This design comes from an exercise in tuning for small area, a short achievable clock period and few clock cycles per item on the open sky130 flow, not from production work. Function was checked by simulation only, so behaviour that the tests miss may differ from the original. No activity file was given, so power comes from the tool's default toggle rates.

Design fir_top, start of the top module:
module fir_top (
    input         clk,
    input         rst,
    input         coef_we,
    input  [2:0]  coef_addr,
    input  [15:0] coef_data,
    input         x_valid,
    output        x_ready,
    input  [15:0] x_in,
    output        y_valid,
    output [31:0] y
);
assign x_ready = 1'b1;
reg [15:0] h0, h1, h2, h3, h4;
reg [17:1] t0, t1, t2, t3, t4;
reg [15:0] x0, x1, x2, x3, x4;
reg [15:0] data_q;
reg [2:0]  addr_q;
reg        we_q, rst_q, v1, v2;
reg [31:0] y_r;
always @(posedge clk) begin
    data_q <= coef_data;
    addr_q <= coef_addr;
    we_q   <= coef_we & ~rst;
    rst_q  <= rst;
    v1     <= x_valid & ~rst;
    v2     <= v1 & ~rst;
end
wire [17:0] m3 = {2'b00, data_q} + {1'b0, data_q, 1'b0};
wire [15:0] hd = data_q & {16{~rst_q}};
wire [17:1] td = m3[17:1] & {17{~rst_q}};
wire [4:0]  hen;
assign hen[0] = rst_q | (we_q && addr_q == 3'd0);
assign hen[1] = rst_q | (we_q && addr_q == 3'd1);
assign hen[2] = rst_q | (we_q && addr_q == 3'd2);
assign hen[3] = rst_q | (we_q && addr_q == 3'd3);
assign hen[4] = rst_q | (we_q && addr_q == 3'd4);
always @(posedge clk) begin
    if (hen[0]) begin h0 <= hd; t0 <= td; end
  ...
Size: roughly 2300 cells after synthesis, about 0.032 sq mm of cells after synthesis.
==> flow/config.mk <==
export PLATFORM = sky130hd
export DESIGN_NAME = fir_top
export DESIGN_NICKNAME = fir_top
export VERILOG_FILES = /design/flow/design.v
export SDC_FILE = /design/flow/constraint.sdc
export NUM_CORES = 4
export LEC_CHECK = 0
export CAP_MARGIN = 10
export CORE_MARGIN = 2
export CORE_UTILIZATION = 40
export SLEW_MARGIN = 10
export SYNTH_HIERARCHICAL = 1
export SYNTH_MINIMUM_KEEP_SIZE = 0
==> flow/constraint.sdc <==
create_clock -name core_clock -period 33.0 [get_ports {clk}]
set_input_delay 6.6000 -clock core_clock [delete_from_list [all_inputs] [get_ports {clk}]]
set_output_delay 6.6000 -clock core_clock [all_outputs]
set_load 0.01 [all_outputs]
standard.sh (not shown) runs the stock make flow with config.mk's settings and CLKGATE_MAP_FILE= SYNTH_SCRIPT=/design/flow/synth_recipe.tcl, a recipe that flattens the netlist after the stock synthesis.
==> flow/flow/run.sh <==
#!/bin/bash
# Standard layout (the standard.sh, unchanged synthesis), with these
# changes to how it is made:
#  - ports are buffered with buf_2 instead of the default port buffer cell;
#  - global routing leaves more of met1 free (flow/fastroute.tcl);
#  - clock tree synthesis as ORFS runs it, but without dummy loads.
# Each tool's output is in orfs/logs/; make's own output is in
# standard_flow.log.
set -euo pipefail
MARGIN=25.4
bash standard.sh \
  "BUFFER_PORTS_ARGS=-buffer_cell sky130_fd_sc_hd__buf_2" \
  "SETUP_SLACK_MARGIN=$MARGIN" \
  "SKIP_GATE_CLONING=1" \
  "FASTROUTE_TCL=$PWD/flow/fastroute.tcl" \
  "CTS_ARGS=-sink_clustering_enable -repair_clock_nets -dont_use_dummy_load" \
  finish > standard_flow.log 2>&1
==> flow/flow/fastroute.tcl <==
# Global routing setup: as the platform's fastroute.tcl, but met1 keeps
# more of its capacity free (the cell pins crowd it), so global routes
# move up to met2/met3 and the detailed router has fewer met1 conflicts.
set_global_routing_layer_adjustment met1 0.5
set_global_routing_layer_adjustment met2-met5 0.2

set_routing_layers -clock met3-met5
set_routing_layers -signal met1-met5
The baseline finished clean.
Testbench counts at the start, summed over its fixed seeds: cycles 8,256, items 8,192.
Change:
==> flow/flow/run.sh (replaced) <==
#!/bin/bash
# Standard layout (the standard.sh, unchanged synthesis), with these
# changes to how it is made:
#  - ports are buffered with buf_2 instead of the default port buffer cell;
#  - global routing leaves more of met1 free (flow/fastroute.tcl).
# Each tool's output is in orfs/logs/; make's own output is in
# standard_flow.log.
set -euo pipefail
MARGIN=25.4
bash standard.sh \
  "BUFFER_PORTS_ARGS=-buffer_cell sky130_fd_sc_hd__buf_2" \
  "SETUP_SLACK_MARGIN=$MARGIN" \
  "SKIP_GATE_CLONING=1" \
  "FASTROUTE_TCL=$PWD/flow/fastroute.tcl" \
  finish > standard_flow.log 2>&1
CAP_MARGIN = 20   (was 10)
SLEW_MARGIN = 20   (was 10)
Routed wire length rose by 0.33%.
Via count is about the same.
Core utilization rose by 0.44 points.
Hold slack improves by 0.0041 ns.
Die area is unchanged.
Synthesized cell count does not change.
Power rose by 1.6%.
Combinational power barely changes.


fir_top, a different RTL version from the one above (not shown whole).
Size: about 2300 cells after synthesis.
## fir_top
module fir_top (
    input         clk,
    input         rst,
    input         coef_we,
    input  [2:0]  coef_addr,
    input  [15:0] coef_data,
    input         x_valid,
    output        x_ready,
    input  [15:0] x_in,
    output        y_valid,
    output [31:0] y
);
==> flow/config.mk <==
export PLATFORM = sky130hd
export DESIGN_NAME = fir_top
export DESIGN_NICKNAME = fir_top
export VERILOG_FILES = /design/flow/design.v
export SDC_FILE = /design/flow/constraint.sdc
export NUM_CORES = 4
export LEC_CHECK = 0
export CAP_MARGIN = 20
export CELL_PAD_IN_SITES_DETAIL_PLACEMENT = 1
export CELL_PAD_IN_SITES_GLOBAL_PLACEMENT = 1
export CORE_MARGIN = 2
export CORE_UTILIZATION = 40
export CTS_CLUSTER_DIAMETER = 80
export CTS_CLUSTER_SIZE = 25
export PLACE_DENSITY = 0.45
export SLEW_MARGIN = 20
export SYNTH_HIERARCHICAL = 1
export SYNTH_MINIMUM_KEEP_SIZE = 0
==> flow/constraint.sdc <==
create_clock -name core_clock -period 33.0 [get_ports {clk}]
set_input_delay 6.6000 -clock core_clock [delete_from_list [all_inputs] [get_ports {clk}]]
set_output_delay 6.6000 -clock core_clock [all_outputs]
set_load 0.01 [all_outputs]
==> flow/flow/run.sh <==
#!/bin/bash
# Standard layout (the standard.sh, unchanged synthesis), with these
# changes to how it is made:
#  - ports are buffered with buf_2 instead of the default port buffer cell;
#  - global routing leaves more of met1 free (flow/fastroute.tcl).
# Each tool's output is in orfs/logs/; make's own output is in
# standard_flow.log.
set -euo pipefail
MARGIN=25.4
bash standard.sh \
  "BUFFER_PORTS_ARGS=-buffer_cell sky130_fd_sc_hd__buf_2" \
  "SETUP_SLACK_MARGIN=$MARGIN" \
  "SKIP_GATE_CLONING=1" \
  "FASTROUTE_TCL=$PWD/flow/fastroute.tcl" \
  finish > standard_flow.log 2>&1
Scripts as last shown in full above: flow/flow/fastroute.tcl
The starting point ran to the end with no violations.
Testbench counts at the start, summed over its fixed seeds: cycles 8,256, items 8,192.
Then changed:
==> flow/flow/run.sh (replaced) <==
#!/bin/bash
# Standard layout (the standard.sh, unchanged synthesis), with two
# changes to how it is made:
#  - ports are buffered with buf_2 instead of the default port buffer cell;
set -euo pipefail
MARGIN=25.4
bash standard.sh \
  "BUFFER_PORTS_ARGS=-buffer_cell sky130_fd_sc_hd__buf_2" \
  "SETUP_SLACK_MARGIN=$MARGIN" \
  "SKIP_GATE_CLONING=1" \
  finish > standard_flow.log 2>&1
Settings changed: CTS_CLUSTER_DIAMETER 80 to unset, CTS_CLUSTER_SIZE 25 to unset.
removed: flow/flow/fastroute.tcl
The changed run went through all stages and came out clean.
Routed wire length came out lower by about 1.6%.
Critical path depth is unchanged.
Sequential cell count is unchanged.
Cell area went up by about 0.9%.

what the ideal ports hide:
The flow's constraints put no driver on any port. The routed layouts listed below were extracted and timed again, unchanged, in two steps.
Step 1 assumes that a clkbuf_16 drives the clock port and a buf_2 every other input.
Step 2 adds t to the input delays and takes it off the output delays; t is the mean of the earliest and latest rising clock arrival at the registers after step 1. Input paths then give back, and output paths get back, about the clock's delay inside the block.
Three values: ideal, step 1, step 2; two values: the first two.
| run | shift t [ns] | setup WS [ns] | worst register clock-pin slew, ns |
|---|---|---|---|
| the first run of note 1 | 0.640 | 25.370 / 25.296 / 25.562 | 0.06 / 0.06 |
| the second run of note 1 | 0.657 | 25.340 / 25.275 / 25.572 | 0.07 / 0.07 |
| the first run of note 2 | 0.701 | 25.325 / 25.252 / 25.405 | 0.10 / 0.10 |
| the second run of note 2 | 0.659 | 25.372 / 25.302 / 25.512 | 0.06 / 0.06 |
After both steps setup and hold are still met in every run listed.
